Source: an optimization exercise on an open RTL-to-GDS flow (aim: small area, a short achievable clock period and few clock cycles). Production flows keep margins and buffers that such runs may drop.
In this exercise RTL edits were held to simulation tests only and were not proved equivalent to the original.
In runs 1 to 4 and 7 the design's own scripts or RTL, not TritonCTS, make the clock network.
No driver is modelled on the clock port, so clock power and skew are understated where the tree is cut down; a real chip needs a root buffer or a tree.
Power figures rest on the tool's default switching activity, not on a simulated workload.

==> design.v <==
module axi4_lite_system (
    input  wire        clk,
    input  wire        resetn,
    input  wire        usr_write_req,
    input  wire        usr_read_req,
    input  wire [31:0] usr_araddr,
    input  wire [31:0] usr_awaddr,
    input  wire [31:0] usr_wdata,
    input  wire [3:0]  usr_wstrb,
    output wire [31:0] usr_rdata,
    output wire        usr_wr_busy,
    output wire        usr_wr_done,
    output wire [1:0]  usr_wr_resp,
    output wire        usr_rd_busy,
    output wire        usr_rd_done,
    output wire [1:0]  usr_rd_resp
);
    reg [31:0] slv_reg0, slv_reg1, slv_reg2, slv_reg3;
    reg [31:0] rdata;
    reg        wr_done, rd_done;
    reg        wr_err, rd_err;
    wire aw_ok = (usr_awaddr[1:0] == 2'b00);
    wire [31:0] wdata_r = usr_wdata & {32{resetn}};
    wire [3:0]  aw_lo_zero;
    wire [3:0]  wsel_q;
    wire [15:0] lane_en;
    axi_wsel u_wsel  (.req(usr_write_req), .a2(usr_awaddr[2]), .a3(usr_awaddr[3]), .q(wsel_q));
    genvar r, b;
    generate
        for (r = 0; r < 4; r = r + 1) begin : g_reg
            axi_nor2 u_aw_lo (.a(usr_awaddr[0]), .b(usr_awaddr[1]), .y(aw_lo_zero[r]));
            for (b = 0; b < 4; b = b + 1) begin : g_lane
                axi_lane u_lane (.ok(aw_lo_zero[r]), .sel(wsel_q[r]), .strb(usr_wstrb[b]),
                                 .resetn(resetn), .en(lane_en[4*r+b]));
            end
        end
    endgenerate
    always @(posedge clk) begin
        if (lane_en[0])  slv_reg0[7:0]   <= wdata_r[7:0];
        if (lane_en[1])  slv_reg0[15:8]  <= wdata_r[15:8];
        if (lane_en[2])  slv_reg0[23:16] <= wdata_r[23:16];
        if (lane_en[3])  slv_reg0[31:24] <= wdata_r[31:24];
        if (lane_en[4])  slv_reg1[7:0]   <= wdata_r[7:0];
        if (lane_en[5])  slv_reg1[15:8]  <= wdata_r[15:8];
        if (lane_en[6])  slv_reg1[23:16] <= wdata_r[23:16];
        if (lane_en[7])  slv_reg1[31:24] <= wdata_r[31:24];
        if (lane_en[8])  slv_reg2[7:0]   <= wdata_r[7:0];
        if (lane_en[9])  slv_reg2[15:8]  <= wdata_r[15:8];
        if (lane_en[10]) slv_reg2[23:16] <= wdata_r[23:16];
        if (lane_en[11]) slv_reg2[31:24] <= wdata_r[31:24];
        if (lane_en[12]) slv_reg3[7:0]   <= wdata_r[7:0];
        if (lane_en[13]) slv_reg3[15:8]  <= wdata_r[15:8];
        if (lane_en[14]) slv_reg3[23:16] <= wdata_r[23:16];
        if (lane_en[15]) slv_reg3[31:24] <= wdata_r[31:24];
    end
    wire [15:0] rsel;
    wire [3:0]  ar_ok;
    wire        ar_valid = ar_ok[0];
    wire [31:0] rdata_d;
    genvar i;
    generate
        for (i = 0; i < 4; i = i + 1) begin : g_rsel
            axi_rsel u_rsel (.a(usr_araddr[3:0]), .sel(rsel[4*i +: 4]), .ok(ar_ok[i]));
        end
        for (i = 0; i < 32; i = i + 1) begin : g_rbit
            axi_rbit #(.BAD(((32'hDEADDEAD >> i) & 1) != 0)) u_rbit (
                .sel(rsel[4*(i/8) +: 4]), .ok(ar_ok[i/8]),
                .r({slv_reg3[i], slv_reg2[i], slv_reg1[i], slv_reg0[i]}),
                .d(rdata_d[i]));
        end
    endgenerate
    always @(posedge clk) rdata <= rdata_d;
    always @(posedge clk) begin
        wr_err <= ~aw_ok;
        rd_err <= ~ar_valid;
    end
    always @(posedge clk) begin
        wr_done <= usr_write_req & resetn;
        rd_done <= usr_read_req & resetn;
    end
    assign usr_rdata   = rdata;
    assign usr_wr_busy = wr_done;
    assign usr_wr_done = wr_done;
    assign usr_wr_resp = {2{wr_err}};
    assign usr_rd_busy = rd_done;
    assign usr_rd_done = rd_done;
    assign usr_rd_resp = {2{rd_err}};
endmodule
module axi_nor2 (input wire a, input wire b, output wire y);
    assign y = ~(a | b);
endmodule
module axi_wsel (input wire req, input wire a2, input wire a3, output wire [3:0] q);
    assign q[0] = req & ~a3 & ~a2;
    assign q[1] = req & ~a3 &  a2;
    assign q[2] = req &  a3 & ~a2;
    assign q[3] = req &  a3 &  a2;
endmodule
module axi_lane (input wire ok, input wire sel, input wire strb, input wire resetn,
                 output wire en);
    assign en = ~resetn | (ok & sel & strb);
endmodule
module axi_rsel (input wire [3:0] a, output wire [3:0] sel, output wire ok);
    assign ok     = ~(a[1] | a[0]);
    assign sel[0] = ok & ~a[3] & ~a[2];
    assign sel[1] = ok & ~a[3] &  a[2];
    assign sel[2] = ok &  a[3] & ~a[2];
    assign sel[3] = ok &  a[3] &  a[2];
endmodule
module axi_rbit #(parameter BAD = 1'b0) (
    input  wire [3:0] sel,
    input  wire       ok,
    input  wire [3:0] r,
    output wire       d
);
    wire lo, hi;
    axi_aoi22 u_lo (.a1(sel[0]), .a2(r[0]), .b1(sel[1]), .b2(r[1]), .y(lo));
    axi_aoi22 u_hi (.a1(sel[2]), .a2(r[2]), .b1(sel[3]), .b2(r[3]), .y(hi));
    generate
        if (BAD) begin : g_one
            assign d = ~(lo & hi & ok);
        end else begin : g_zero
            assign d = ~(lo & hi);
        end
    endgenerate
endmodule
module axi_aoi22 (input wire a1, input wire a2, input wire b1, input wire b2, output wire y);
    assign y = ~((a1 & a2) | (b1 & b2));
endmodule
==> flow/run.sh <==
#!/bin/bash
# Own layout flow: the standard ORFS flow (standard.sh) with four changes,
# all made through ORFS's documented hooks and variables:
#  - ports are buffered with the smallest buffer (buf_1); repair sizes them up
#    where the timing needs it;
#  - after floorplan, every combinational cell from synthesis is set to its
#    smallest drive strength (downsize.tcl), so that only cells on slow paths
#    are sized up later;
#  - the clock tree is built by hand (mycts.tcl): the clock port drives four
#    clkbuf_8, each driving one quarter of the flip-flops, clustered by
#    position; every flip-flop sits one buffer from the port;
#  - after CTS, repair_timing sizes up cells on paths with less than
#    MY_SETUP_MARGIN ns of slack (post_cts.tcl).
# Each tool's output is in orfs/logs/ (one log per step); make's own output
# goes to flow_make.log.
set -euo pipefail
HERE=$(pwd)
export BUFFER_PORTS_ARGS="-buffer_cell sky130_fd_sc_hd__buf_1"
export POST_FLOORPLAN_TCL=$HERE/flow/downsize.tcl
export PRE_CTS_TCL=$HERE/flow/mycts.tcl
export POST_CTS_TCL=$HERE/flow/post_cts.tcl
export CLK_NBUF=6
export CLK_NROOT=2
export CLK_ROOT_BUF=sky130_fd_sc_hd__clkbuf_16
export CLK_BUF=sky130_fd_sc_hd__clkbuf_16
export MY_SETUP_MARGIN=1.6
export MY_SEQUENCE=sizeup
bash standard.sh finish > flow_make.log 2>&1
==> flow/downsize.tcl <==
# Set every combinational cell from synthesis to the smallest drive strength of
# its kind (same function, e.g. nor4_4 -> nor4_1). Synthesis sizes cells for a
# guessed load; the later repair steps size up again where the placed design
# needs it. Flip-flops are left as they are.
set dont_use {}
if {[info exists ::env(DONT_USE_CELLS)]} { set dont_use $::env(DONT_USE_CELLS) }
set db [ord::get_db]
set masters {}
foreach lib [$db getLibs] { foreach m [$lib getMasters] { lappend masters $m } }
# smallest master per base name
array set best {}
foreach m $masters {
  set name [$m getName]
  if {![regexp {^(sky130_fd_sc_hd__[a-z0-9]+?)_([0-9]+)$} $name -> base drive]} continue
  set skip 0
  foreach pat $dont_use { if {[string match $pat $name]} { set skip 1 } }
  if {$skip} continue
  set area [expr {[$m getWidth] * [$m getHeight]}]
  if {![info exists best($base)] || $area < [lindex $best($base) 1]} { set best($base) [list $name $area] }
}
set n 0
foreach inst [[ord::get_db_block] getInsts] {
  set name [[$inst getMaster] getName]
  if {![regexp {^(sky130_fd_sc_hd__[a-z0-9]+?)_([0-9]+)$} $name -> base drive]} continue
  if {[regexp {__(df|edf|sdf|dl|tap|fill|decap|clkbuf|conb)} $name]} continue
  if {![info exists best($base)]} continue
  set to [lindex $best($base) 0]
  if {$to ne $name} {
    replace_cell [$inst getName] $to
    incr n
  }
}
puts "downsize: $n cells set to their smallest size"
==> flow/mycts.tcl <==
# Hand-built clock tree: the clock port drives CLK_NBUF buffers of type CLK_BUF,
# each placed at the centre of one cluster of flip-flops (k-means on their
# positions) and driving only that cluster. Every flip-flop is one buffer from
# the port, so the tree is balanced. Sourced before clock_tree_synthesis, which
# it then stands in for.
set nbuf [expr {[info exists ::env(CLK_NBUF)] ? $::env(CLK_NBUF) : 4}]
set bufm [expr {[info exists ::env(CLK_BUF)] ? $::env(CLK_BUF) : "sky130_fd_sc_hd__clkbuf_16"}]
set block [ord::get_db_block]
set clknet [$block findNet clk]
set sinks {}
foreach it [$clknet getITerms] {
  set inst [$it getInst]
  lappend sinks [list $inst [$it getMTerm] [lindex [$inst getLocation] 0] [lindex [$inst getLocation] 1]]
}
set n [llength $sinks]
puts "mycts: $n sinks, $nbuf x $bufm"
# k-means, seeded by sorting on x then y bands
set cx {}; set cy {}
set xs [lsort -real [lmap s $sinks {lindex $s 2}]]
set ys [lsort -real [lmap s $sinks {lindex $s 3}]]
set g [expr {int(ceil(sqrt($nbuf)))}]
for {set k 0} {$k < $nbuf} {incr k} {
  set i [expr {$k % $g}]; set j [expr {$k / $g}]
  lappend cx [lindex $xs [expr {int(($i + 0.5) * $n / $g)}]]
  lappend cy [lindex $ys [expr {int(($j + 0.5) * $n / (($nbuf + $g - 1) / $g))}]]
}
set cap [expr {int(ceil(double($n) / $nbuf)) + 2}]
for {set iter 0} {$iter < 30} {incr iter} {
  # balanced assignment: greedy by distance with a size cap per cluster
  set pairs {}
  set idx 0
  foreach s $sinks {
    for {set k 0} {$k < $nbuf} {incr k} {
      set d [expr {abs([lindex $s 2] - [lindex $cx $k]) + abs([lindex $s 3] - [lindex $cy $k])}]
      lappend pairs [list $d $idx $k]
    }
    incr idx
  }
  set pairs [lsort -real -index 0 $pairs]
  set assign [lrepeat $n -1]
  set cnt [lrepeat $nbuf 0]
  foreach p $pairs {
    lassign $p d i k
    if {[lindex $assign $i] >= 0} continue
    if {[lindex $cnt $k] >= $cap} continue
    lset assign $i $k
    lset cnt $k [expr {[lindex $cnt $k] + 1}]
  }
  set sx [lrepeat $nbuf 0.0]; set sy [lrepeat $nbuf 0.0]
  for {set i 0} {$i < $n} {incr i} {
    set k [lindex $assign $i]
    lset sx $k [expr {[lindex $sx $k] + [lindex $sinks $i 2]}]
    lset sy $k [expr {[lindex $sy $k] + [lindex $sinks $i 3]}]
  }
  for {set k 0} {$k < $nbuf} {incr k} {
    if {[lindex $cnt $k] > 0} {
      lset cx $k [expr {[lindex $sx $k] / [lindex $cnt $k]}]
      lset cy $k [expr {[lindex $sy $k] / [lindex $cnt $k]}]
    }
  }
}
puts "mycts: cluster sizes $cnt"
set master [[ord::get_db] findMaster $bufm]
# With CLK_NROOT set, the port drives CLK_NROOT root buffers (CLK_ROOT_BUF),
# each of which drives a group of the leaf buffers above: two buffers from the
# port to every flip-flop.
set nroot [expr {[info exists ::env(CLK_NROOT)] ? $::env(CLK_NROOT) : 0}]
set leafsrc [lrepeat $nbuf $clknet]
if {$nroot > 0} {
  set rootm [[ord::get_db] findMaster $::env(CLK_ROOT_BUF)]
  # leaves sorted by angle-free position: split by x then y into nroot groups
  set order [lsort -real -index 1 [lmap k [lsearch -all $cnt *] {list $k [lindex $cx $k] [lindex $cy $k]}]]
  set per [expr {int(ceil(double($nbuf) / $nroot))}]
  for {set g 0} {$g < $nroot} {incr g} {
    set members [lrange $order [expr {$g * $per}] [expr {($g + 1) * $per - 1}]]
    if {![llength $members]} continue
    set mx 0.0; set my 0.0
    foreach m $members { set mx [expr {$mx + [lindex $m 1]}]; set my [expr {$my + [lindex $m 2]}] }
    set rinst [odb::dbInst_create $block $rootm "clkroot_my_$g"]
    set rnet [odb::dbNet_create $block "clkrootnet_my_$g"]
    $rnet setSigType CLOCK
    [$rinst findITerm A] connect $clknet
    [$rinst findITerm X] connect $rnet
    $rinst setLocation [expr {int($mx / [llength $members])}] [expr {int($my / [llength $members])}]
    $rinst setPlacementStatus PLACED
    foreach m $members { lset leafsrc [lindex $m 0] $rnet }
  }
}
for {set k 0} {$k < $nbuf} {incr k} {
  set inst [odb::dbInst_create $block $master "clkbuf_my_$k"]
  set net [odb::dbNet_create $block "clknet_my_$k"]
  $net setSigType CLOCK
  [$inst findITerm A] connect [lindex $leafsrc $k]
  [$inst findITerm X] connect $net
  $inst setLocation [expr {int([lindex $cx $k])}] [expr {int([lindex $cy $k])}]
  $inst setPlacementStatus PLACED
  lappend bufnets $net
}
for {set i 0} {$i < $n} {incr i} {
  set s [lindex $sinks $i]
  set it [[lindex $s 0] getITerm [lindex $s 1]]
  $it disconnect
  $it connect [lindex $bufnets [lindex $assign $i]]
}
# stand in for the tool's clock tree synthesis
rename clock_tree_synthesis ""
proc clock_tree_synthesis {args} { puts "mycts: clock_tree_synthesis skipped" }
==> flow/post_cts.tcl <==
# Size up cells on the paths whose slack (with placement parasitics) is under
# MY_SETUP_MARGIN ns, then legalise the placement again.
if {[info exists ::env(MY_SETUP_MARGIN)]} {
  set_propagated_clock [all_clocks]
  estimate_parasitics -placement
  puts "post_cts: before ws [worst_slack -max] area [rsz::design_area]"
  repair_timing -setup -setup_margin $::env(MY_SETUP_MARGIN) -sequence $::env(MY_SEQUENCE) -skip_last_gasp
  detailed_placement
  estimate_parasitics -placement
  puts "post_cts: after ws [worst_slack -max] area [rsz::design_area]"
}
==> standard.sh <==
#!/bin/bash
# synth_recipe.tcl (not shown) runs the flow's synth.tcl, then flattens the netlist and writes it again
# the make line also repeats each setting of config.mk as NAME=value (left out here)
make -C /OpenROAD-flow-scripts/flow DESIGN_CONFIG=/design/flow/config.mk WORK_HOME=/design/flow/orfs CLKGATE_MAP_FILE= SYNTH_SCRIPT=/design/flow/synth_recipe.tcl "${@:-finish}"
==> config.mk <==
export PLATFORM = sky130hd
export DESIGN_NAME = axi4_lite_system
export DESIGN_NICKNAME = axi4_lite_system
export VERILOG_FILES = /design/flow/design.v
export SDC_FILE = /design/flow/constraint.sdc
export NUM_CORES = 4
export LEC_CHECK = 0
export CAP_MARGIN = 20
export CORE_MARGIN = 2
export CORE_UTILIZATION = 65
export PLACE_DENSITY = 0.85
export SLEW_MARGIN = 20
export SYNTH_HIERARCHICAL = 1
export SYNTH_MINIMUM_KEEP_SIZE = 0
==> constraint.sdc <==
create_clock -name core_clock -period 3.0 [get_ports {clk}]
set_input_delay 0.6000 -clock core_clock [delete_from_list [all_inputs] [get_ports {clk}]]
set_output_delay 0.6000 -clock core_clock [all_outputs]
set_load 0.01 [all_outputs]
==> results_tabular.tex, run 1 <==
\begin{tabular}{lr}
\hline
Metric & Value \\
\hline
\multicolumn{2}{l}{\textbf{Synth}} \\
\quad Synth unique cells & 17 \\
\quad Cell area after synthesis & 0.00619 mm\^{}2 \\
\quad Synthesized area per cell & 17.0 um\^{}2 \\
\quad Synth warnings & 7 \\
\quad Cells after Synth & 365 \\
\quad Sequential element share of the synthesized area & 0.737 \\
\quad Synthesized flop and latch total & 164 \\
\quad Mapped Nets & 469 \\
\multicolumn{2}{l}{\textbf{Worst setup path}} \\
\quad Kind of cell adding the most delay to the critical path & simple AND/OR/NAND/NOR gates \\
\quad Crit-path max FO & 8 \\
\quad CP startpoint kind & primary input \\
\quad Largest stage delay on the critical path & 0.33 ns \\
\quad CP max-delay cell & sky130\_fd\_sc\_hd\_\_nand2\_1 \\
\quad Start-to-end type of the worst setup path & primary input to flip-flop \\
\quad Cells traversed along the worst timing path & buf\_1 > nor3b\_2 > nand3\_1 > nand2\_1 \\
\quad Required time worst endpoint & 2.96 ns \\
\quad Buf+Inv Stages, Crit Path & 1 \\
\quad Critical path arrival & 1.49 ns \\
\quad Category of the worst setup path capture point & flip-flop \\
\multicolumn{2}{l}{\textbf{STA}} \\
\quad RSZ-0062 raised after global routing & no \\
\quad Post-route minimum period & 1.53 ns \\
\quad Number of failing setup endpoints in the final timing report & 0 \\
\quad Actual transition at the worst max-transition pin & 0.470 ns \\
\quad TNS Setup & 0 ns \\
\quad Worst setup skew after layout & 0.0152 ns \\
\quad Max-slew violations & 0 \\
\quad Fmax & 0.655 GHz \\
\quad Final period utilization & 0.509 \\
\quad Tightest slew margin relative to the limit & 0.686 \\
\quad Endpoints failing hold & 0 \\
\multicolumn{2}{l}{\textbf{Global route}} \\
\quad Maximum number of pins on one net before global-route repair & 31 \\
\quad Wire length of the first global-routing pass & 17100 um \\
\quad Via count of the first global-routing pass & 3299 \\
\quad Initial antenna violation count & 0 \\
\quad Overall routing resource usage & 0.215 \\
\quad Gr ovfl total & 0 \\
\multicolumn{2}{l}{\textbf{Floorplan}} \\
\quad Rows & 35 \\
\quad Die outline height & 102 um \\
\quad Die ar. & 0.0103 mm\^{}2 \\
\quad Area of the core & 0.00924 mm\^{}2 \\
\quad IO Count & 144 \\
\quad Overall die width & 102 um \\
\quad Initial Util & 0.670 \\
\multicolumn{2}{l}{\textbf{Place}} \\
\quad HPWL Detailed & 7080 um \\
\quad RePlAce Congestion & 0.748 \\
\quad Count of input and output buffers & 87 \\
\quad Placed cells & 585 \\
\multicolumn{2}{l}{\textbf{CTS}} \\
\quad Clock edge transition at the registers on the reported setup and hold paths & 0.10 ns \\
\quad Insertion delay of the later-clocked pin in the worst-skew pair & 0.31 ns \\
\multicolumn{2}{l}{\textbf{Detailed routing}} \\
\quad Total wire length & 11000 um \\
\quad Drt drc & 0 \\
\quad DR pass1 iterations & 5 \\
\quad Routed via count divided by cell count & 5.81 \\
\quad Vias after detailed routing & 3445 \\
\quad Antenna viol nets, final & 0 \\
\quad DRT iter0 DRCs & 213 \\
\quad Wire length per cell & 18.5 um \\
\multicolumn{2}{l}{\textbf{Pwr}} \\
\quad Maximum resistive drop on vdd & 750 uV \\
\quad Power density over the cells & 603 mW/mm\^{}2 \\
\quad Total power & 3.99 mW \\
\quad Leakage power summed over all cells & 2.20 nW \\
\multicolumn{2}{l}{\textbf{Finish}} \\
\quad Fraction of final layout cells sized beyond drive strength 1 & 0.110 \\
\quad Post-route insts no fill & 593 \\
\quad Number of inserted diodes & 0 \\
\quad Top library cells by usage in the layout, fill and taps aside & sky130\_fd\_sc\_hd\_\_edfxtp\_1, sky130\_fd\_sc\_hd\_\_buf\_1, sky130\_fd\_sc\_hd\_\_a22oi\_1 \\
\quad Filler Cell Count & 613 \\
\quad Post-layout utilization of the core & 0.716 \\
\quad Net count of the finished layout & 570 \\
\quad Area growth, synth to finish & 6.87\% \\
\quad Most common cell after layout, fill and taps aside & sky130\_fd\_sc\_hd\_\_edfxtp\_1 \\
\multicolumn{2}{l}{\textbf{Job}} \\
\quad Number of maximum-capacitance constraint violations & 0 \\
\multicolumn{2}{l}{\textbf{Worst hold path}} \\
\quad Hold Crit Class & flip-flop to flip-flop \\
\multicolumn{2}{l}{\textbf{Outcome}} \\
\quad Status & timing/DRC/antenna clean \\
\hline
\end{tabular}
routing by layer:
layer,up-vias,part of all wire,GRT usage
met5,-,0,0
met4,0,0.015,0.0530
met3,10,0.073,0.0269
met2,142,0.52,0.361
met1,1665,0.39,0.304
li1,1628,-,-
registers in the layout, summed over array words and instances, names as in the netlist:
| signal | flops |
|---|---|
| rdata | 32 |
| slv_reg3 | 32 |
| rd_err | 1 |
| slv_reg2 | 32 |
| wr_done | 1 |
| rd_done | 1 |
| wr_err | 1 |
| slv_reg1 | 32 |
| slv_reg0 | 32 |
power breakdown:
group | leakage (nW) | switching (mW) | internal [mW]
clock | 0.0986 | 0.566 | 0.482
sequential | 1.54 | 0.0489 | 2.64
combinational | 0.563 | 0.174 | 0.0821
per-module statistics from Yosys, one instance, submodules excluded, a selection:
module	flip-flops and latches	cells inside
axi_lane	0	2
axi_rsel	0	5
axi_aoi22	0	1
axi_nor2	0	1
axi4_lite_system	164	209
axi_wsel	0	4
path summary, 6_finish.rpt:
kind                                             start                endpoint  slack, ns  cells past startpoint
worst max-delay path                     usr_write_req  slv_reg0[10]$_DFFE_PP_       1.47                      4
worst min-delay path            slv_reg3[17]$_DFFE_PP_       rdata[17]$_DFF_P_       0.46                      2
worst max register to register  slv_reg1[25]$_DFFE_PP_       rdata[25]$_DFF_P_       2.17                      2
worst min register to register  slv_reg3[17]$_DFFE_PP_       rdata[17]$_DFF_P_       0.46                      2
worst min-delay path, stage by stage (launching register included):
cell	delay, ns
sky130_fd_sc_hd__edfxtp_1	0.33
sky130_fd_sc_hd__a22oi_1	0.06
sky130_fd_sc_hd__nand2_1	0.06
cells in the mapped netlist, drive strengths merged:
cell type,number,area (um^2)
edfxtp,128,3840
a22oi,64,801
nand3,38,190
dfxtp,36,721
and2,34,255
nand2,26,97.6
nor2,8,30.0
nor4b,8,70.1
buf,6,45.0
and4bb,4,50.1
nor4,4,25.0
clkbuf,3,15.0
and3b,2,17.5
and3,1,7.51
inv,1,3.75
nor3b,1,12.5
or2,1,6.26
kinds of logic after synthesis:
group,after synthesis,share of synthesized area
and+or+nand+nor,127,0.123
AOI/OAI and AO/OA,64,0.129
buffers and inverters,10,0.0103
DFF,164,0.737
metrics by stage:
step	setup WS [ns]	hold WS, ns	area, um^2
6_report	1.47	0.460	6620
5_1_grt	1.36	0.486	6620
3_5_place_dp	0.915	0.439	6350
3_3_place_gp	0.978	0.436	6350
2_1_floorplan	0.781	0.434	6190
layout make-up:
type	count	area, um^2	share of cell area
inverter	1	3.75	0.000567
tap	129	161	0.0244
multi-input combinational	191	1240	0.187
buffer	8	200	0.0303
timing repair buffer	100	449	0.0679
sequential	164	4570	0.690
Testbench counts, summed over its fixed seeds: cycles 2,400.
==> inputs of run 2 (changes only) <==
--- a/flow/run.sh
+++ b/flow/run.sh
@@ -23,6 +23,6 @@
 export CLK_NROOT=2
 export CLK_ROOT_BUF=sky130_fd_sc_hd__clkbuf_16
 export CLK_BUF=sky130_fd_sc_hd__clkbuf_16
-export MY_SETUP_MARGIN=1.6
+export MY_SETUP_MARGIN=1.90
 export MY_SEQUENCE=sizeup
 bash standard.sh finish > flow_make.log 2>&1
==> run 2 against run 1 <==
Compared with the run above: still clean; via count rose by 7.5%; fmax rose by 9.7%; synthesized cell count did not move; synthesized area did not move; setup slack improved by 0.14 ns; critical path type is now flip-flop to output port; largest cell class unchanged; largest power group unchanged.
==> results_tabular.tex, run 2 <==
\begin{tabular}{lr}
\hline
Metric & Value \\
\hline
\multicolumn{2}{l}{\textbf{Pwr}} \\
\quad Cell internal pwr & 3.28 mW \\
\quad Part of the total power dissipated in the clock network & 0.258 \\
\quad Switching share of total power & 0.216 \\
\quad Leakage power summed over all cells & 2.50 nW \\
\quad Total power & 4.18 mW \\
\quad Comb power frac & 0.091 \\
\quad Total net switching power & 0.902 mW \\
\quad Power density over the cells & 552 mW/mm\^{}2 \\
\quad Maximum resistive drop on vdd & 763 uV \\
\quad Part of the power in registers & 0.651 \\
\multicolumn{2}{l}{\textbf{Finish}} \\
\quad Fraction of final layout cells sized beyond drive strength 1 & 0.403 \\
\quad Top library cells by usage in the layout, fill and taps aside & sky130\_fd\_sc\_hd\_\_edfxtp\_1, sky130\_fd\_sc\_hd\_\_a22oi\_2, sky130\_fd\_sc\_hd\_\_buf\_1 \\
\quad Post-route insts no fill & 593 \\
\quad Net count of the finished layout & 570 \\
\quad Area growth, synth to finish & 22.4\% \\
\quad Post-layout utilization of the core & 0.820 \\
\quad Number of inserted diodes & 0 \\
\quad Most common cell after layout, fill and taps aside & sky130\_fd\_sc\_hd\_\_edfxtp\_1 \\
\multicolumn{2}{l}{\textbf{Worst setup path}} \\
\quad Cells traversed along the worst timing path & buf\_6 \\
\quad Start-to-end type of the worst setup path & flip-flop to output port \\
\quad Crit-path max FO & 2 \\
\quad Required time worst endpoint & 2.40 ns \\
\quad CP max-delay cell & sky130\_fd\_sc\_hd\_\_dfxtp\_2 \\
\quad Kind of cell adding the most delay to the critical path & flip-flops \\
\quad Largest stage delay on the critical path & 0.37 ns \\
\quad Category of the worst setup path capture point & output port \\
\quad Internal reg-to-reg setup slack & 2.08 ns \\
\quad Critical path arrival & 0.79 ns \\
\quad CP startpoint kind & flip-flop \\
\quad Buf+Inv Stages, Crit Path & 1 \\
\quad Worst setup path start & wr\_done\$\_DFF\_P\_ \\
\quad Source of the worst register-to-register timing path & slv\_reg2[15]\$\_DFFE\_PP\_ \\
\multicolumn{2}{l}{\textbf{STA}} \\
\quad Final hold slack & 0.449 ns \\
\quad Max-slew violations & 0 \\
\quad RSZ-0062 raised after global routing & no \\
\quad Final period utilization & 0.464 \\
\quad Post-route minimum period & 1.39 ns \\
\quad Tightest slew margin relative to the limit & 0.654 \\
\quad Endpoints failing hold & 0 \\
\quad Actual transition at the worst max-transition pin & 0.517 ns \\
\quad TNS Setup & 0 ns \\
\quad Fmax & 0.718 GHz \\
\quad Number of failing setup endpoints in the final timing report & 0 \\
\quad Worst setup skew after layout & 0.0142 ns \\
\multicolumn{2}{l}{\textbf{Detailed routing}} \\
\quad Vias after detailed routing & 3702 \\
\quad Wire length per cell & 23.9 um \\
\quad Antenna viol nets, final & 0 \\
\quad DRT iter0 DRCs & 304 \\
\quad Routed via count divided by cell count & 6.24 \\
\quad Total wire length & 14200 um \\
\quad DR pass1 iterations & 5 \\
\quad Drt drc & 0 \\
\multicolumn{2}{l}{\textbf{Outcome}} \\
\quad Status & timing/DRC/antenna clean \\
\multicolumn{2}{l}{\textbf{Floorplan}} \\
\quad IO Count & 144 \\
\quad Area of the core & 0.00924 mm\^{}2 \\
\quad Overall die width & 102 um \\
\quad Rows & 35 \\
\quad Initial Util & 0.670 \\
\quad Die ar. & 0.0103 mm\^{}2 \\
\quad Die outline height & 102 um \\
\multicolumn{2}{l}{\textbf{Global route}} \\
\quad Wire length of the first global-routing pass & 21700 um \\
\quad Gr ovfl total & 0 \\
\quad Maximum number of pins on one net before global-route repair & 31 \\
\quad Overall routing resource usage & 0.281 \\
\quad Via count of the first global-routing pass & 3763 \\
\quad Initial antenna violation count & 0 \\
\multicolumn{2}{l}{\textbf{Synth}} \\
\quad Synth warnings & 7 \\
\quad Synth unique cells & 17 \\
\quad Fraction of synthesis flops using an asynchronous set or reset pin & 0 \\
\quad Most used flip-flop cell after synthesis & sky130\_fd\_sc\_hd\_\_edfxtp\_1 \\
\quad Library cell occupying the most area in the post-synthesis netlist & sky130\_fd\_sc\_hd\_\_edfxtp\_1 \\
\quad Cells after Synth & 365 \\
\quad Number of flops mapped to enable cells by yosys & 128 \\
\quad Most frequent cells after synthesis & sky130\_fd\_sc\_hd\_\_edfxtp\_1, sky130\_fd\_sc\_hd\_\_a22oi\_2, sky130\_fd\_sc\_hd\_\_nand3\_1, sky130\_fd\_sc\_hd\_\_dfxtp\_1, sky130\_fd\_sc\_hd\_\_and2\_2 \\
\quad Cell area after synthesis & 0.00619 mm\^{}2 \\
\quad Mapped Nets & 469 \\
\quad Area contributors post-synth & sky130\_fd\_sc\_hd\_\_edfxtp\_1, sky130\_fd\_sc\_hd\_\_a22oi\_2, sky130\_fd\_sc\_hd\_\_dfxtp\_1 \\
\quad Library cell with the highest instance count after synthesis & sky130\_fd\_sc\_hd\_\_edfxtp\_1 \\
\quad Synthesized area per cell & 17.0 um\^{}2 \\
\quad Sequential element share of the synthesized area & 0.737 \\
\quad Synthesized flop and latch total & 164 \\
\quad Post-synth top area share & 0.621 \\
\multicolumn{2}{l}{\textbf{CTS}} \\
\quad Insertion delay of the later-clocked pin in the worst-skew pair & 0.31 ns \\
\quad Clock edge transition at the registers on the reported setup and hold paths & 0.10 ns \\
\multicolumn{2}{l}{\textbf{Place}} \\
\quad Count of input and output buffers & 87 \\
\quad HPWL Detailed & 7080 um \\
\quad Placed cells & 585 \\
\quad RePlAce Congestion & 0.748 \\
\multicolumn{2}{l}{\textbf{Job}} \\
\quad Number of maximum-capacitance constraint violations & 0 \\
\multicolumn{2}{l}{\textbf{Worst hold path}} \\
\quad Hold Crit Class & flip-flop to flip-flop \\
\quad Worst hold path startpoint & slv\_reg3[17]\$\_DFFE\_PP\_ \\
\hline
\end{tabular}
==> run 2: cell counts after synthesis <==
No cell type changed its count.
==> run 2: final cells by class <==
| cell class | count | area, um^2 |
|---|---|---|
| buffer | 8 | 200 |
| fill | 424 | 1660 |
| inverter | 1 | 3.75 |
| multi-input combinational | 191 | 1900 |
| sequential | 164 | 4570 |
| tap | 129 | 161 |
| timing repair buffer | 100 | 743 |
==> run 2: modules after synthesis, one instance, submodules excluded, a selection <==
module,copies in the design,cell area [um^2],flops+latches
axi4_lite_system,1,4890,164
axi_aoi22,64,12.5,0
axi_lane,16,8.76,0
axi_nor2,4,3.75,0
axi_rsel,4,40.0,0
axi_wsel,1,37.5,0
==> run 2: per-stage QoR <==
step / worst slack (ns) / area (um^2)
2_1_floorplan: 0.781 / 6190
3_3_place_gp: 0.978 / 6350
3_5_place_dp: 0.915 / 6350
5_1_grt: 1.59 / 7580
6_report: 1.61 / 7580
==> run 2: kinds of logic (layout without fill, tap and decap cells) <==
| family | Yosys count | after routing | synth area share |
|---|---|---|---|
| flip-flops | 164 | 164 | 0.737 |
| AND/OR/NAND/NOR | 127 | 127 | 0.123 |
| AO/OA/AOI/OAI | 64 | 64 | 0.129 |
| buffers and inverters | 10 | 109 | 0.0103 |
==> run 2: worst paths after layout <==
| kind | cells past startpoint | end |
|---|---|---|
| hold reg to reg | 2 | rdata[17]$_DFF_P_ |
| hold / removal | 2 | rdata[17]$_DFF_P_ |
| setup reg to reg | 2 | rdata[15]$_DFF_P_ |
| setup / recovery | 1 | usr_wr_busy |
==> run 2: per-layer routing <==
layer / up-vias / part of all wire / GRT usage / routed length [um]
met4: 0 / 0.030 / 0.0811 / 421
met5: - / 0 / 0 / 0
li1: 1629 / - / - / -
met2: 208 / 0.52 / 0.490 / 7350
met1: 1833 / 0.37 / 0.372 / 5240
met3: 32 / 0.082 / 0.0407 / 1160
==> run 2: power groups by stage <==
stage / registers, mW / clock network, mW / logic, mW
3_3_place_gp: 2.73 / 0 / 0.238
2_1_floorplan: 2.77 / 0 / 0.153
6_report: 2.72 / 1.08 / 0.382
5_1_grt: 2.74 / 1.14 / 0.404
3_5_place_dp: 2.74 / 0 / 0.247
==> inputs of run 3 (changes only) <==
--- a/flow/run.sh
+++ b/flow/run.sh
@@ -19,10 +19,10 @@
 export POST_FLOORPLAN_TCL=$HERE/flow/downsize.tcl
 export PRE_CTS_TCL=$HERE/flow/mycts.tcl
 export POST_CTS_TCL=$HERE/flow/post_cts.tcl
-export CLK_NBUF=6
+export CLK_NBUF=8
 export CLK_NROOT=2
 export CLK_ROOT_BUF=sky130_fd_sc_hd__clkbuf_16
-export CLK_BUF=sky130_fd_sc_hd__clkbuf_16
-export MY_SETUP_MARGIN=1.90
+export CLK_BUF=sky130_fd_sc_hd__clkbuf_8
+export MY_SETUP_MARGIN=1.6
 export MY_SEQUENCE=sizeup
 bash standard.sh finish > flow_make.log 2>&1
==> run 3 against run 2 <==
Compared with the run above: still clean; synthesized area is the same; flip-flop and latch count unchanged; register-to-register slack better by 0.08 ns; sequential share of layout area is 9.0 points higher; utilization is 11 points lower; largest cell class unchanged; highest routed layer unchanged.
==> results_tabular.tex, run 3 <==
\begin{tabular}{lr}
\hline
Metric & Value \\
\hline
\multicolumn{2}{l}{\textbf{Detailed routing}} \\
\quad DR pass1 iterations & 5 \\
\quad Drt drc & 0 \\
\quad Wire length per cell & 18.4 um \\
\quad Total wire length & 10900 um \\
\quad Antenna viol nets, final & 0 \\
\quad Routed via count divided by cell count & 5.83 \\
\quad DRT iter0 DRCs & 210 \\
\quad Vias after detailed routing & 3469 \\
\multicolumn{2}{l}{\textbf{Synth}} \\
\quad Most used flip-flop cell after synthesis & sky130\_fd\_sc\_hd\_\_edfxtp\_1 \\
\quad Cells after Synth & 365 \\
\quad Library cell with the highest instance count after synthesis & sky130\_fd\_sc\_hd\_\_edfxtp\_1 \\
\quad Synth warnings & 7 \\
\quad Simple-gate area share of the yosys netlist & 0.123 \\
\quad Most frequent cells after synthesis & sky130\_fd\_sc\_hd\_\_edfxtp\_1, sky130\_fd\_sc\_hd\_\_a22oi\_2, sky130\_fd\_sc\_hd\_\_nand3\_1, sky130\_fd\_sc\_hd\_\_dfxtp\_1, sky130\_fd\_sc\_hd\_\_and2\_2 \\
\quad Cell area after synthesis & 0.00619 mm\^{}2 \\
\quad Sequential element share of the synthesized area & 0.737 \\
\quad Synthesized flop and latch total & 164 \\
\quad Fraction of synthesis flops using an asynchronous set or reset pin & 0 \\
\quad Number of flops mapped to enable cells by yosys & 128 \\
\quad Post-synth top area share & 0.621 \\
\quad Area contributors post-synth & sky130\_fd\_sc\_hd\_\_edfxtp\_1, sky130\_fd\_sc\_hd\_\_a22oi\_2, sky130\_fd\_sc\_hd\_\_dfxtp\_1 \\
\quad Mapped Nets & 469 \\
\quad Combinational family with the most area after synthesis & compound AO/OA/AOI/OAI gates \\
\quad Adder and majority gate portion of the synthesized area & 0 \\
\quad Synth unique cells & 17 \\
\quad Post-synthesis xor/xnor area fraction & 0 \\
\quad Synthesized area per cell & 17.0 um\^{}2 \\
\quad Library cell occupying the most area in the post-synthesis netlist & sky130\_fd\_sc\_hd\_\_edfxtp\_1 \\
\quad Mux cell area share after synthesis & 0 \\
\quad Area fraction in compound gates after synthesis & 0.129 \\
\multicolumn{2}{l}{\textbf{Worst setup path}} \\
\quad CP max-delay cell & sky130\_fd\_sc\_hd\_\_nand2\_1 \\
\quad Crit-path max FO & 8 \\
\quad Required time worst endpoint & 2.96 ns \\
\quad Cells traversed along the worst timing path & buf\_1 > nor3b\_2 > nand3\_1 > nand2\_1 \\
\quad Internal reg-to-reg setup slack & 2.16 ns \\
\quad Largest stage delay on the critical path & 0.34 ns \\
\quad Critical path arrival & 1.51 ns \\
\quad CP startpoint kind & primary input \\
\quad Category of the worst setup path capture point & flip-flop \\
\quad Start-to-end type of the worst setup path & primary input to flip-flop \\
\multicolumn{2}{l}{\textbf{Finish}} \\
\quad Net count of the finished layout & 572 \\
\quad Number of inserted diodes & 0 \\
\quad Area used by multi-input combinational logic & 0.00124 mm\^{}2 \\
\quad Post-route insts no fill & 595 \\
\quad Top library cells by usage in the layout, fill and taps aside & sky130\_fd\_sc\_hd\_\_edfxtp\_1, sky130\_fd\_sc\_hd\_\_buf\_1, sky130\_fd\_sc\_hd\_\_a22oi\_1 \\
\quad Fraction of final layout cells sized beyond drive strength 1 & 0.133 \\
\quad Area growth, synth to finish & 6.39\% \\
\quad Filler Cell Count & 617 \\
\quad Most common cell after layout, fill and taps aside & sky130\_fd\_sc\_hd\_\_edfxtp\_1 \\
\quad FF/Latch Area & 0.00457 mm\^{}2 \\
\multicolumn{2}{l}{\textbf{Global route}} \\
\quad Wire length of the first global-routing pass & 17000 um \\
\quad Overall routing resource usage & 0.212 \\
\quad Maximum number of pins on one net before global-route repair & 30 \\
\quad Via count of the first global-routing pass & 3307 \\
\quad Gr ovfl total & 0 \\
\quad Initial antenna violation count & 0 \\
\multicolumn{2}{l}{\textbf{CTS}} \\
\quad Insertion delay of the later-clocked pin in the worst-skew pair & 0.32 ns \\
\quad Clock edge transition at the registers on the reported setup and hold paths & 0.12 ns \\
\multicolumn{2}{l}{\textbf{Floorplan}} \\
\quad Rows & 35 \\
\quad Initial Util & 0.670 \\
\quad Die ar. & 0.0103 mm\^{}2 \\
\quad Die outline height & 102 um \\
\quad IO Count & 144 \\
\quad Area of the core & 0.00924 mm\^{}2 \\
\quad Overall die width & 102 um \\
\multicolumn{2}{l}{\textbf{STA}} \\
\quad Endpoints failing hold & 0 \\
\quad Post-route minimum period & 1.55 ns \\
\quad Actual transition at the worst max-transition pin & 0.480 ns \\
\quad TNS Setup & 0 ns \\
\quad Fmax & 0.644 GHz \\
\quad Final hold slack & 0.468 ns \\
\quad Min setup slack post-route & 1.45 ns \\
\quad Max-slew violations & 0 \\
\quad RSZ-0062 raised after global routing & no \\
\quad Tightest slew margin relative to the limit & 0.679 \\
\quad Number of failing setup endpoints in the final timing report & 0 \\
\quad Worst setup skew after layout & 0.0261 ns \\
\quad Final period utilization & 0.518 \\
\multicolumn{2}{l}{\textbf{Pwr}} \\
\quad Maximum resistive drop on vdd & 604 uV \\
\quad Power density over the cells & 589 mW/mm\^{}2 \\
\quad Leakage power summed over all cells & 2.21 nW \\
\quad Total power & 3.88 mW \\
\multicolumn{2}{l}{\textbf{Place}} \\
\quad Placed cells & 585 \\
\quad Post-placement worst setup slack & 0.915 ns \\
\quad RePlAce Congestion & 0.748 \\
\quad Count of input and output buffers & 87 \\
\quad HPWL Detailed & 7080 um \\
\multicolumn{2}{l}{\textbf{Outcome}} \\
\quad Status & timing/DRC/antenna clean \\
\multicolumn{2}{l}{\textbf{Worst hold path}} \\
\quad Hold Crit Class & flip-flop to flip-flop \\
\multicolumn{2}{l}{\textbf{Job}} \\
\quad Number of maximum-capacitance constraint violations & 0 \\
\hline
\end{tabular}
## run 3: area by class of cell
type,count,share of cell area
buffer,10,0.0243
inverter,1,0.000570
multi-input combinational,191,0.188
sequential,164,0.693
tap,129,0.0245
timing repair buffer,100,0.0695
## run 3: metal layers
metal,up-vias,part of all wire,track usage
li1,1622,-,-
met1,1697,0.40,0.302
met2,131,0.52,0.354
met3,19,0.067,0.0262
met4,0,0.022,0.0551
met5,-,0,0
## run 3: final timing paths
| kind | from | to | cells past startpoint |
|---|---|---|---|
| setup / recovery | usr_write_req | slv_reg0[12]$_DFFE_PP_ | 4 |
| hold / removal | slv_reg3[29]$_DFFE_PP_ | rdata[29]$_DFF_P_ | 2 |
| setup reg to reg | slv_reg0[25]$_DFFE_PP_ | rdata[25]$_DFF_P_ | 2 |
| hold reg to reg | slv_reg3[29]$_DFFE_PP_ | rdata[29]$_DFF_P_ | 2 |
## run 3: per-stage QoR
stage	instance area, um^2	util
after floorplan	6190	-
after global placement	6350	0.687
after detailed placement	6350	0.687
after global routing	6590	0.713
final	6590	0.713
## run 3: where the power goes
part,leakage (nW),total [mW],internal [mW],switching (mW)
Combinational,0.591,0.257,0.0835,0.174
Clock,0.0822,0.936,0.365,0.571
Sequential,1.54,2.69,2.64,0.0474
## run 3: cell families after synthesis
group                  Yosys count
DFF                            164
and+or+nand+nor                127
AOI/OAI and AO/OA               64
buffers and inverters           10
## run 3: worst max-delay path, delay by kind of cell
kind / cells / cell delay (ns)
and+or+nand+nor: 3 / 0.77
buffers and inverters: 1 / 0.13
## run 3: modules after synthesis, one instance, submodules excluded, excerpt
module	cells inside	flip-flops and latches
axi4_lite_system	209	164
axi_rsel	5	0
axi_wsel	4	0
axi_aoi22	1	0
axi_lane	2	0
axi_nor2	1	0
==> inputs of run 4 (changes only) <==
--- a/flow/run.sh
+++ b/flow/run.sh
@@ -19,10 +19,10 @@
 export POST_FLOORPLAN_TCL=$HERE/flow/downsize.tcl
 export PRE_CTS_TCL=$HERE/flow/mycts.tcl
 export POST_CTS_TCL=$HERE/flow/post_cts.tcl
-export CLK_NBUF=8
+export CLK_NBUF=6
 export CLK_NROOT=2
 export CLK_ROOT_BUF=sky130_fd_sc_hd__clkbuf_16
-export CLK_BUF=sky130_fd_sc_hd__clkbuf_8
-export MY_SETUP_MARGIN=1.6
+export CLK_BUF=sky130_fd_sc_hd__clkbuf_16
+export MY_SETUP_MARGIN=1.75
 export MY_SEQUENCE=sizeup
 bash standard.sh finish > flow_make.log 2>&1
==> run 4 against run 3 <==
Compared with the run above: final cell count fell by 0.34%; global-route usage up 1.4 points; power is 4.7% higher; critical path depth is the same; register-to-register slack worse by 0.03 ns; wire length up 7.8%; setup slack improved by 0.13 ns; synthesized area stayed put; utilization is 4.5 points higher; hold slack worse by 0.0081 ns; fmax rose by 9.5%; combinational power rose by about 20%; critical endpoint is now slv_reg0[4]$_DFFE_PP_; largest cell class unchanged.
==> results_tabular.tex, run 4 <==
\begin{tabular}{lr}
\hline
Metric & Value \\
\hline
\multicolumn{2}{l}{\textbf{Outcome}} \\
\quad Status & timing/DRC/antenna clean \\
\multicolumn{2}{l}{\textbf{Floorplan}} \\
\quad Die ar. & 0.0103 mm\^{}2 \\
\quad Rows & 35 \\
\quad Die outline height & 102 um \\
\quad IO Count & 144 \\
\quad Area of the core & 0.00924 mm\^{}2 \\
\quad Initial Util & 0.670 \\
\quad Overall die width & 102 um \\
\multicolumn{2}{l}{\textbf{Detailed routing}} \\
\quad DR pass1 iterations & 4 \\
\quad Vias after detailed routing & 3528 \\
\quad DRT iter0 DRCs & 226 \\
\quad Total wire length & 11800 um \\
\quad Routed via count divided by cell count & 5.95 \\
\quad Wire length per cell & 19.9 um \\
\quad Antenna viol nets, final & 0 \\
\quad Drt drc & 0 \\
\multicolumn{2}{l}{\textbf{Worst setup path}} \\
\quad Category of the worst setup path capture point & flip-flop \\
\quad Worst setup path start & usr\_awaddr[1] \\
\quad Source of the worst register-to-register timing path & slv\_reg2[10]\$\_DFFE\_PP\_ \\
\quad Critical path arrival & 1.42 ns \\
\quad Required time worst endpoint & 3.01 ns \\
\quad CP startpoint kind & primary input \\
\quad Start-to-end type of the worst setup path & primary input to flip-flop \\
\quad Crit-path max FO & 8 \\
\multicolumn{2}{l}{\textbf{Job}} \\
\quad Number of maximum-capacitance constraint violations & 0 \\
\multicolumn{2}{l}{\textbf{CTS}} \\
\quad Clock edge transition at the registers on the reported setup and hold paths & 0.10 ns \\
\quad Insertion delay of the later-clocked pin in the worst-skew pair & 0.31 ns \\
\multicolumn{2}{l}{\textbf{STA}} \\
\quad Number of failing setup endpoints in the final timing report & 0 \\
\quad Fmax & 0.705 GHz \\
\quad Endpoints failing hold & 0 \\
\quad Tightest slew margin relative to the limit & 0.691 \\
\quad Max-slew violations & 0 \\
\quad Post-route minimum period & 1.42 ns \\
\quad Actual transition at the worst max-transition pin & 0.461 ns \\
\quad Worst setup skew after layout & 0.0137 ns \\
\quad RSZ-0062 raised after global routing & no \\
\quad Final period utilization & 0.473 \\
\quad TNS Setup & 0 ns \\
\multicolumn{2}{l}{\textbf{Global route}} \\
\quad Initial antenna violation count & 0 \\
\quad Overall routing resource usage & 0.227 \\
\quad Maximum number of pins on one net before global-route repair & 31 \\
\quad Wire length of the first global-routing pass & 18000 um \\
\quad Via count of the first global-routing pass & 3360 \\
\quad Gr ovfl total & 0 \\
\multicolumn{2}{l}{\textbf{Pwr}} \\
\quad Total power & 4.06 mW \\
\quad Power density over the cells & 580 mW/mm\^{}2 \\
\quad Maximum resistive drop on vdd & 728 uV \\
\quad Leakage power summed over all cells & 2.36 nW \\
\multicolumn{2}{l}{\textbf{Synth}} \\
\quad Fraction of synthesis flops using an asynchronous set or reset pin & 0 \\
\quad Cell area after synthesis & 0.00619 mm\^{}2 \\
\quad Cells after Synth & 365 \\
\quad Most frequent cells after synthesis & sky130\_fd\_sc\_hd\_\_edfxtp\_1, sky130\_fd\_sc\_hd\_\_a22oi\_2, sky130\_fd\_sc\_hd\_\_nand3\_1, sky130\_fd\_sc\_hd\_\_dfxtp\_1, sky130\_fd\_sc\_hd\_\_and2\_2 \\
\quad Sequential element share of the synthesized area & 0.737 \\
\quad Synthesized area per cell & 17.0 um\^{}2 \\
\quad Post-synth top area share & 0.621 \\
\quad Number of flops mapped to enable cells by yosys & 128 \\
\quad Library cell with the highest instance count after synthesis & sky130\_fd\_sc\_hd\_\_edfxtp\_1 \\
\quad Area contributors post-synth & sky130\_fd\_sc\_hd\_\_edfxtp\_1, sky130\_fd\_sc\_hd\_\_a22oi\_2, sky130\_fd\_sc\_hd\_\_dfxtp\_1 \\
\quad Library cell occupying the most area in the post-synthesis netlist & sky130\_fd\_sc\_hd\_\_edfxtp\_1 \\
\quad Mapped Nets & 469 \\
\quad Synth unique cells & 17 \\
\quad Synth warnings & 7 \\
\quad Most used flip-flop cell after synthesis & sky130\_fd\_sc\_hd\_\_edfxtp\_1 \\
\quad Synthesized flop and latch total & 164 \\
\multicolumn{2}{l}{\textbf{Place}} \\
\quad RePlAce Congestion & 0.748 \\
\quad Count of input and output buffers & 87 \\
\quad Placed cells & 585 \\
\quad HPWL Detailed & 7080 um \\
\multicolumn{2}{l}{\textbf{Worst hold path}} \\
\quad Worst hold path startpoint & slv\_reg3[17]\$\_DFFE\_PP\_ \\
\quad Hold Crit Class & flip-flop to flip-flop \\
\multicolumn{2}{l}{\textbf{Finish}} \\
\quad Top library cells by usage in the layout, fill and taps aside & sky130\_fd\_sc\_hd\_\_edfxtp\_1, sky130\_fd\_sc\_hd\_\_a22oi\_1, sky130\_fd\_sc\_hd\_\_buf\_1 \\
\quad Area growth, synth to finish & 13.2\% \\
\quad Post-route insts no fill & 593 \\
\quad Most common cell after layout, fill and taps aside & sky130\_fd\_sc\_hd\_\_edfxtp\_1 \\
\quad Net count of the finished layout & 570 \\
\quad Fraction of final layout cells sized beyond drive strength 1 & 0.261 \\
\quad Number of inserted diodes & 0 \\
\hline
\end{tabular}
run 4: Yosys stat by module, one instance, submodules excluded, excerpt:
module | times used | flops+latches
axi_lane | 16 | 0
axi_nor2 | 4 | 0
axi4_lite_system | 1 | 164
axi_rsel | 4 | 0
axi_aoi22 | 64 | 0
axi_wsel | 1 | 0
run 4: final timing paths:
path / end / slack (ns) / cells past startpoint
max: slv_reg0[4]$_DFFE_PP_ / 1.58 / 4
min: rdata[17]$_DFF_P_ / 0.46 / 2
min reg2reg: rdata[17]$_DFF_P_ / 0.46 / 2
max reg2reg: rdata[10]$_DFF_P_ / 2.13 / 2
run 4: through the flow:
| step | cell area (um^2) | utilization | setup WS [ns] | hold slack (ns) |
|---|---|---|---|---|
| 2_1_floorplan | 6190 | - | 0.781 | 0.434 |
| 3_3_place_gp | 6350 | 0.687 | 0.978 | 0.436 |
| 3_5_place_dp | 6350 | 0.687 | 0.915 | 0.439 |
| 5_1_grt | 7010 | 0.758 | 1.58 | 0.488 |
| 6_report | 7010 | 0.758 | 1.58 | 0.460 |
run 4: worst max-delay path: stages:
cell and delay [ns]:
sky130_fd_sc_hd__clkbuf_2 0.18, sky130_fd_sc_hd__nor2_2 0.31, sky130_fd_sc_hd__nand3_2 0.15, sky130_fd_sc_hd__nand2_4 0.19
run 4: cell families after synthesis:
group	synth area share
buf+inv	0.0103
flops	0.737
simple gates	0.123
compound gates	0.129
run 4: final cells by class:
cell class / count / area (um^2)
Fill cell: 542 / 2230
Timing Repair Buffer: 100 / 618
Buffer: 8 / 200
Inverter: 1 / 3.75
Tap cell: 129 / 161
Multi-Input combinational cell: 191 / 1450
Sequential cell: 164 / 4570
run 4: power by group:
part           internal (mW)  leakage (nW)  switching [mW]
clock                  0.482        0.0986           0.578
combinational          0.116         0.727           0.192
sequential              2.64          1.54          0.0523
total                   3.24          2.36           0.823
run 4: routing by layer:
layer,share of wire,global-route usage,routed length (um)
met5,0,0,0
met4,0.027,0.0603,322
met1,0.39,0.312,4550
met2,0.51,0.384,6030
met3,0.077,0.0352,904
==> inputs of run 5 (changes only) <==
--- a/flow/run.sh
+++ b/flow/run.sh
@@ -23,6 +23,7 @@
 export CLK_NROOT=2
 export CLK_ROOT_BUF=sky130_fd_sc_hd__clkbuf_16
 export CLK_BUF=sky130_fd_sc_hd__clkbuf_16
-export MY_SETUP_MARGIN=1.75
+export MY_SETUP_MARGIN=1.85
+export OUT_BUF=sky130_fd_sc_hd__buf_2
 export MY_SEQUENCE=sizeup
 bash standard.sh finish > flow_make.log 2>&1
==> flow/post_cts.tcl (replaced) <==
set_propagated_clock [all_clocks]
set out_cells {}
foreach port [get_ports -filter "direction==output"] {
  foreach pin [get_pins -of_objects [get_nets -of_objects $port] -filter "direction==output"] {
    set buf [get_cells -of_objects $pin]
    if {[info exists ::env(OUT_BUF)] && [string match "*buf_*" [get_property $buf ref_name]]} {
      replace_cell [get_property $buf full_name] $::env(OUT_BUF)
    }
    lappend out_cells $buf
    foreach in [get_pins -of_objects $buf -filter "direction==input"] {
      foreach drv [get_pins -of_objects [get_nets -of_objects $in] -filter "direction==output"] {
        lappend out_cells [get_cells -of_objects $drv]
      }
    }
  }
}
if {[info exists ::env(MY_SETUP_MARGIN)]} {
  estimate_parasitics -placement
  puts "post_cts: before ws [worst_slack -max] area [rsz::design_area]"
  set_dont_touch $out_cells
  repair_timing -setup -setup_margin $::env(MY_SETUP_MARGIN) -sequence $::env(MY_SEQUENCE) -skip_last_gasp
  unset_dont_touch $out_cells
  estimate_parasitics -placement
  puts "post_cts: after ws [worst_slack -max] area [rsz::design_area]"
}
detailed_placement
==> run 5 against run 4 <==
Compared with the run above: the run now fails in clock tree synthesis (4_1_cts); synthesized cell count is the same; synthesized area unchanged.
==> results_tabular.tex, run 5 <==
\begin{tabular}{lr}
\hline
Metric & Value \\
\hline
\multicolumn{2}{l}{\textbf{Synth}} \\
\quad Fraction of synthesis flops using an asynchronous set or reset pin & 0 \\
\quad Number of flops mapped to enable cells by yosys & 128 \\
\quad Synthesized flop and latch total & 164 \\
\quad Most frequent cells after synthesis & sky130\_fd\_sc\_hd\_\_edfxtp\_1, sky130\_fd\_sc\_hd\_\_a22oi\_2, sky130\_fd\_sc\_hd\_\_nand3\_1, sky130\_fd\_sc\_hd\_\_dfxtp\_1, sky130\_fd\_sc\_hd\_\_and2\_2 \\
\quad Cell area after synthesis & 0.00619 mm\^{}2 \\
\quad Library cell occupying the most area in the post-synthesis netlist & sky130\_fd\_sc\_hd\_\_edfxtp\_1 \\
\quad Post-synth top area share & 0.621 \\
\quad Library cell with the highest instance count after synthesis & sky130\_fd\_sc\_hd\_\_edfxtp\_1 \\
\quad Mapped Nets & 469 \\
\quad Area contributors post-synth & sky130\_fd\_sc\_hd\_\_edfxtp\_1, sky130\_fd\_sc\_hd\_\_a22oi\_2, sky130\_fd\_sc\_hd\_\_dfxtp\_1 \\
\quad Cells after Synth & 365 \\
\quad Synthesized area per cell & 17.0 um\^{}2 \\
\quad Synth unique cells & 17 \\
\quad Synth warnings & 7 \\
\quad Most used flip-flop cell after synthesis & sky130\_fd\_sc\_hd\_\_edfxtp\_1 \\
\quad Sequential element share of the synthesized area & 0.737 \\
\multicolumn{2}{l}{\textbf{Floorplan}} \\
\quad Rows & 35 \\
\quad Die outline height & 102 um \\
\quad Initial Util & 0.670 \\
\quad IO Count & 144 \\
\quad Overall die width & 102 um \\
\multicolumn{2}{l}{\textbf{Place}} \\
\quad RePlAce Congestion & 0.748 \\
\quad Cell Area, Placed & 0.00635 mm\^{}2 \\
\quad Count of input and output buffers & 87 \\
\quad HPWL Detailed & 7080 um \\
\multicolumn{2}{l}{\textbf{Outcome}} \\
\quad First error in the log & [ERROR STA-0100] unsupported object type Port. \\
\quad Stop stage & clock tree synthesis (4\_1\_cts) \\
\quad Status & stopped before the end \\
\hline
\end{tabular}
[run 5: cell counts after synthesis]
No cell type changed its count.
[run 5: per-module statistics from Yosys, one instance, submodules excluded, a selection]
module / cell area [um^2] / flops+latches
axi4_lite_system: 4890 / 164
axi_rsel: 40.0 / 0
axi_nor2: 3.75 / 0
axi_wsel: 37.5 / 0
axi_lane: 8.76 / 0
axi_aoi22: 12.5 / 0
[run 5: stage by stage]
stage,std cells,setup WS [ns]
3_3_place_gp,585,0.978
2_1_floorplan,365,0.781
3_5_place_dp,585,0.915
[run 5: logic make-up after synthesis]
| family | count (synthesis) | share of synthesized area |
|---|---|---|
| flops | 164 | 0.737 |
| simple gates | 127 | 0.123 |
| compound gates | 64 | 0.129 |
| buf+inv | 10 | 0.0103 |
[run 5: power groups by stage]
stage / registers [mW] / clock network (mW) / logic, mW
after floorplan: 2.77 / 0 / 0.153
after global placement: 2.73 / 0 / 0.238
after detailed placement: 2.74 / 0 / 0.247
[run 5: worst max-delay path by stage]
stage | to | cells after the start
after floorplan | rdata[0]$_DFF_P_ | 3
after global placement | rdata[10]$_DFF_P_ | 4
after detailed placement | rdata[10]$_DFF_P_ | 4
==> inputs of run 6 (changes only) <==
--- a/flow/run.sh
+++ b/flow/run.sh
@@ -23,7 +23,7 @@
 export CLK_NROOT=2
 export CLK_ROOT_BUF=sky130_fd_sc_hd__clkbuf_16
 export CLK_BUF=sky130_fd_sc_hd__clkbuf_16
-export MY_SETUP_MARGIN=1.85
+export MY_SETUP_MARGIN=1.75
 export OUT_BUF=sky130_fd_sc_hd__buf_2
 export MY_SEQUENCE=sizeup
 bash standard.sh finish > flow_make.log 2>&1
==> run 6 against run 5 <==
Compared with the run above: the run again fails in clock tree synthesis (4_1_cts); synthesized cell count unchanged; synthesized area stayed put.
==> results_tabular.tex, run 6 <==
\begin{tabular}{lr}
\hline
Metric & Value \\
\hline
\multicolumn{2}{l}{\textbf{Synth}} \\
\quad Synth warnings & 7 \\
\quad Number of flops mapped to enable cells by yosys & 128 \\
\quad Synthesized flop and latch total & 164 \\
\quad Cell area after synthesis & 0.00619 mm\^{}2 \\
\quad Post-synth top area share & 0.621 \\
\quad Most used flip-flop cell after synthesis & sky130\_fd\_sc\_hd\_\_edfxtp\_1 \\
\quad Library cell with the highest instance count after synthesis & sky130\_fd\_sc\_hd\_\_edfxtp\_1 \\
\quad Library cell occupying the most area in the post-synthesis netlist & sky130\_fd\_sc\_hd\_\_edfxtp\_1 \\
\quad Mapped Nets & 469 \\
\quad Synthesized area per cell & 17.0 um\^{}2 \\
\quad Cells after Synth & 365 \\
\quad Most frequent cells after synthesis & sky130\_fd\_sc\_hd\_\_edfxtp\_1, sky130\_fd\_sc\_hd\_\_a22oi\_2, sky130\_fd\_sc\_hd\_\_nand3\_1, sky130\_fd\_sc\_hd\_\_dfxtp\_1, sky130\_fd\_sc\_hd\_\_and2\_2 \\
\quad Sequential element share of the synthesized area & 0.737 \\
\quad Area contributors post-synth & sky130\_fd\_sc\_hd\_\_edfxtp\_1, sky130\_fd\_sc\_hd\_\_a22oi\_2, sky130\_fd\_sc\_hd\_\_dfxtp\_1 \\
\quad Fraction of synthesis flops using an asynchronous set or reset pin & 0 \\
\quad Synth unique cells & 17 \\
\multicolumn{2}{l}{\textbf{Floorplan}} \\
\quad Die outline height & 102 um \\
\quad IO Count & 144 \\
\quad Overall die width & 102 um \\
\quad Initial Util & 0.670 \\
\quad Rows & 35 \\
\multicolumn{2}{l}{\textbf{Outcome}} \\
\quad First error in the log & [ERROR STA-0100] unsupported object type Port. \\
\quad Stop stage & clock tree synthesis (4\_1\_cts) \\
\quad Status & stopped before the end \\
\multicolumn{2}{l}{\textbf{Place}} \\
\quad Placed cells & 585 \\
\quad HPWL Detailed & 7080 um \\
\quad RePlAce Congestion & 0.748 \\
\quad Count of input and output buffers & 87 \\
\quad Cell Area, Placed & 0.00635 mm\^{}2 \\
\quad Post-placement worst setup slack & 0.915 ns \\
\hline
\end{tabular}
run 6: through the flow:
stage	utilization	hold slack (ns)
2_1_floorplan	-	0.434
3_3_place_gp	0.687	0.436
3_5_place_dp	0.687	0.439
run 6: worst max-delay path by stage:
stage                        from                end  slack (ns)  cells after the start
floorplan           usr_araddr[2]   rdata[0]$_DFF_P_        0.78                      3
global placement    usr_araddr[1]  rdata[10]$_DFF_P_        0.98                      4
detailed placement  usr_araddr[1]  rdata[10]$_DFF_P_        0.91                      4
run 6: per-module statistics from Yosys (local to each module, per instance), a selection:
module / cells / flip-flops and latches / copies in the design
axi4_lite_system: 209 / 164 / 1
axi_rsel: 5 / 0 / 4
axi_wsel: 4 / 0 / 1
axi_aoi22: 1 / 0 / 64
axi_lane: 2 / 0 / 16
axi_nor2: 1 / 0 / 4
run 6: cell families after synthesis:
group / synth area share
simple gates: 0.123
buf+inv: 0.0103
flops: 0.737
compound gates: 0.129
run 6: power by group through the flow:
stage	Clock, mW	Sequential, mW	Combinational (mW)
after floorplan	0	2.77	0.153
after global placement	0	2.73	0.238
after detailed placement	0	2.74	0.247
==> inputs of run 7 (changes only) <==
--- a/flow/run.sh
+++ b/flow/run.sh
@@ -23,7 +23,7 @@
 export CLK_NROOT=2
 export CLK_ROOT_BUF=sky130_fd_sc_hd__clkbuf_16
 export CLK_BUF=sky130_fd_sc_hd__clkbuf_16
-export MY_SETUP_MARGIN=1.75
+export MY_SETUP_MARGIN=1.85
 export OUT_BUF=sky130_fd_sc_hd__buf_2
 export MY_SEQUENCE=sizeup
 bash standard.sh finish > flow_make.log 2>&1
==> flow/post_cts.tcl (replaced) <==
set_propagated_clock [all_clocks]
set out_cells {}
foreach bterm [[ord::get_db_block] getBTerms] {
  if {[$bterm getIoType] ne "OUTPUT"} continue
  foreach it [[$bterm getNet] getITerms] {
    if {![$it isOutputSignal]} continue
    set buf [$it getInst]
    if {[info exists ::env(OUT_BUF)] && [string match "*buf_*" [[$buf getMaster] getName]]} {
      replace_cell [$buf getName] $::env(OUT_BUF)
    }
    lappend out_cells [get_cells [$buf getName]]
    foreach bit [$buf getITerms] {
      if {![$bit isInputSignal]} continue
      foreach dit [[$bit getNet] getITerms] {
        if {[$dit isOutputSignal]} { lappend out_cells [get_cells [[$dit getInst] getName]] }
      }
    }
  }
}
puts "post_cts: [llength $out_cells] output-side cells held"
if {[info exists ::env(MY_SETUP_MARGIN)]} {
  estimate_parasitics -placement
  puts "post_cts: before ws [worst_slack -max] area [rsz::design_area]"
  set_dont_touch $out_cells
  repair_timing -setup -setup_margin $::env(MY_SETUP_MARGIN) -sequence $::env(MY_SEQUENCE) -skip_last_gasp
  unset_dont_touch $out_cells
  estimate_parasitics -placement
  puts "post_cts: after ws [worst_slack -max] area [rsz::design_area]"
}
detailed_placement
==> run 7 against run 6 <==
Compared with the run above: now clean on timing, DRC and antenna; synthesized cell count unchanged; synthesized area unchanged.
==> results_tabular.tex, run 7 <==
\begin{tabular}{lr}
\hline
Metric & Value \\
\hline
\multicolumn{2}{l}{\textbf{Worst setup path}} \\
\quad Category of the worst setup path capture point & output port \\
\quad Start-to-end type of the worst setup path & flip-flop to output port \\
\quad Worst-case reg-to-reg path depth & 2 \\
\quad Worst R2R End & rdata[15]\$\_DFF\_P\_ \\
\quad Internal reg-to-reg setup slack & 2.08 ns \\
\quad Crit-path max FO & 2 \\
\quad Kind of cell adding the most delay to the critical path & flip-flops \\
\quad Worst setup path start & wr\_done\$\_DFF\_P\_ \\
\multicolumn{2}{l}{\textbf{Pwr}} \\
\quad Total power & 4.13 mW \\
\quad Cell internal pwr & 3.26 mW \\
\quad Part of the power in registers & 0.656 \\
\quad Comb power frac & 0.087 \\
\quad Total net switching power & 0.867 mW \\
\quad Maximum resistive drop on vdd & 720 uV \\
\multicolumn{2}{l}{\textbf{Finish}} \\
\quad Fraction of final layout cells sized beyond drive strength 1 & 0.351 \\
\quad Post-layout utilization of the core & 0.800 \\
\quad Final design area excluding fillers & 0.00740 mm\^{}2 \\
\quad Most common cell after layout, fill and taps aside & sky130\_fd\_sc\_hd\_\_edfxtp\_1 \\
\quad Top library cells by usage in the layout, fill and taps aside & sky130\_fd\_sc\_hd\_\_edfxtp\_1, sky130\_fd\_sc\_hd\_\_buf\_2, sky130\_fd\_sc\_hd\_\_buf\_1 \\
\quad Net count of the finished layout & 570 \\
\multicolumn{2}{l}{\textbf{Synth}} \\
\quad Sequential element share of the synthesized area & 0.737 \\
\quad Area contributors post-synth & sky130\_fd\_sc\_hd\_\_edfxtp\_1, sky130\_fd\_sc\_hd\_\_a22oi\_2, sky130\_fd\_sc\_hd\_\_dfxtp\_1 \\
\quad Synth warnings & 7 \\
\quad Synth unique cells & 17 \\
\quad Cell area after synthesis & 0.00619 mm\^{}2 \\
\quad Most used flip-flop cell after synthesis & sky130\_fd\_sc\_hd\_\_edfxtp\_1 \\
\quad Library cell occupying the most area in the post-synthesis netlist & sky130\_fd\_sc\_hd\_\_edfxtp\_1 \\
\multicolumn{2}{l}{\textbf{Global route}} \\
\quad Gr ovfl total & 0 \\
\quad Via count of the first global-routing pass & 3560 \\
\multicolumn{2}{l}{\textbf{Floorplan}} \\
\quad Area of the core & 0.00924 mm\^{}2 \\
\quad Overall die width & 102 um \\
\quad Initial Util & 0.670 \\
\multicolumn{2}{l}{\textbf{Detailed routing}} \\
\quad Detailed-route wire length on metal 1 & 5130 um \\
\quad Routed wire length on met3 & 918 um \\
\quad Top layer in use & met4 \\
\quad DR pass1 iterations & 5 \\
\quad Antenna viol nets, final & 0 \\
\quad Wire length per cell & 22.4 um \\
\multicolumn{2}{l}{\textbf{Place}} \\
\quad Cell Area, Placed & 0.00635 mm\^{}2 \\
\quad HPWL Detailed & 7080 um \\
\quad Count of input and output buffers & 87 \\
\quad Placed cells & 585 \\
\multicolumn{2}{l}{\textbf{Outcome}} \\
\quad Status & timing/DRC/antenna clean \\
\multicolumn{2}{l}{\textbf{STA}} \\
\quad Worst setup skew after layout & 0.0144 ns \\
\quad RSZ-0062 raised after global routing & no \\
\quad Tightest slew margin relative to the limit & 0.636 \\
\quad Min setup slack post-route & 1.57 ns \\
\quad Final period utilization & 0.476 \\
\multicolumn{2}{l}{\textbf{Worst hold path}} \\
\quad Hold Crit Class & flip-flop to flip-flop \\
\hline
\end{tabular}
==> run 7: cell counts after synthesis <==
No cell type changed its count.
==> run 7: layer usage <==
| layer | vias to the layer above | global-route usage |
|---|---|---|
| met1 | 1800 | 0.355 |
| li1 | 1621 | - |
| met3 | 22 | 0.0297 |
| met5 | - | 0 |
| met4 | 0 | 0.0624 |
| met2 | 168 | 0.446 |
==> run 7: worst min path at each step <==
stage,endpoint,cells past startpoint
final,rdata[29]$_DFF_P_,2
after global routing,rdata[24]$_DFF_P_,2
after detailed placement,rdata[29]$_DFF_P_,2
after global placement,rdata[20]$_DFF_P_,2
after floorplan,rdata[13]$_DFF_P_,2
==> run 7: Yosys stat by module (local to each module, per instance), excerpt <==
| module | copies in the design | cell area, um^2 | flip-flops and latches |
|---|---|---|---|
| axi_rsel | 4 | 40.0 | 0 |
| axi_nor2 | 4 | 3.75 | 0 |
| axi_wsel | 1 | 37.5 | 0 |
| axi4_lite_system | 1 | 4890 | 164 |
| axi_aoi22 | 64 | 12.5 | 0 |
| axi_lane | 16 | 8.76 | 0 |
==> run 7: layout make-up <==
| class | count | area [um^2] |
|---|---|---|
| sequential | 164 | 4560 |
| fill | 460 | 1840 |
| multi-input combinational | 191 | 1800 |
| tap | 129 | 161 |
| buffer | 8 | 200 |
| inverter | 1 | 3.75 |
| timing repair buffer | 100 | 666 |
==> run 7: logic make-up after synthesis <==
kind of cell | share of synthesized area
buffers and inverters | 0.0103
flip-flops | 0.737
AND/OR/NAND/NOR | 0.123
AO/OA/AOI/OAI | 0.129
==> run 7: power by group through the flow <==
stage / clock network (mW) / registers [mW] / logic, mW
final: 1.06 / 2.71 / 0.358
after global routing: 1.14 / 2.72 / 0.382
after detailed placement: 0 / 2.74 / 0.247
after global placement: 0 / 2.73 / 0.238
after floorplan: 0 / 2.77 / 0.153

Check on run 7: ideal ports give 1.572 ns setup slack; a clkbuf_16 on the clock port and buf_2 on the inputs give 1.516 ns; moving port delays by the midpoint clock arrival (0.357 ns) as well gives 1.215 ns.
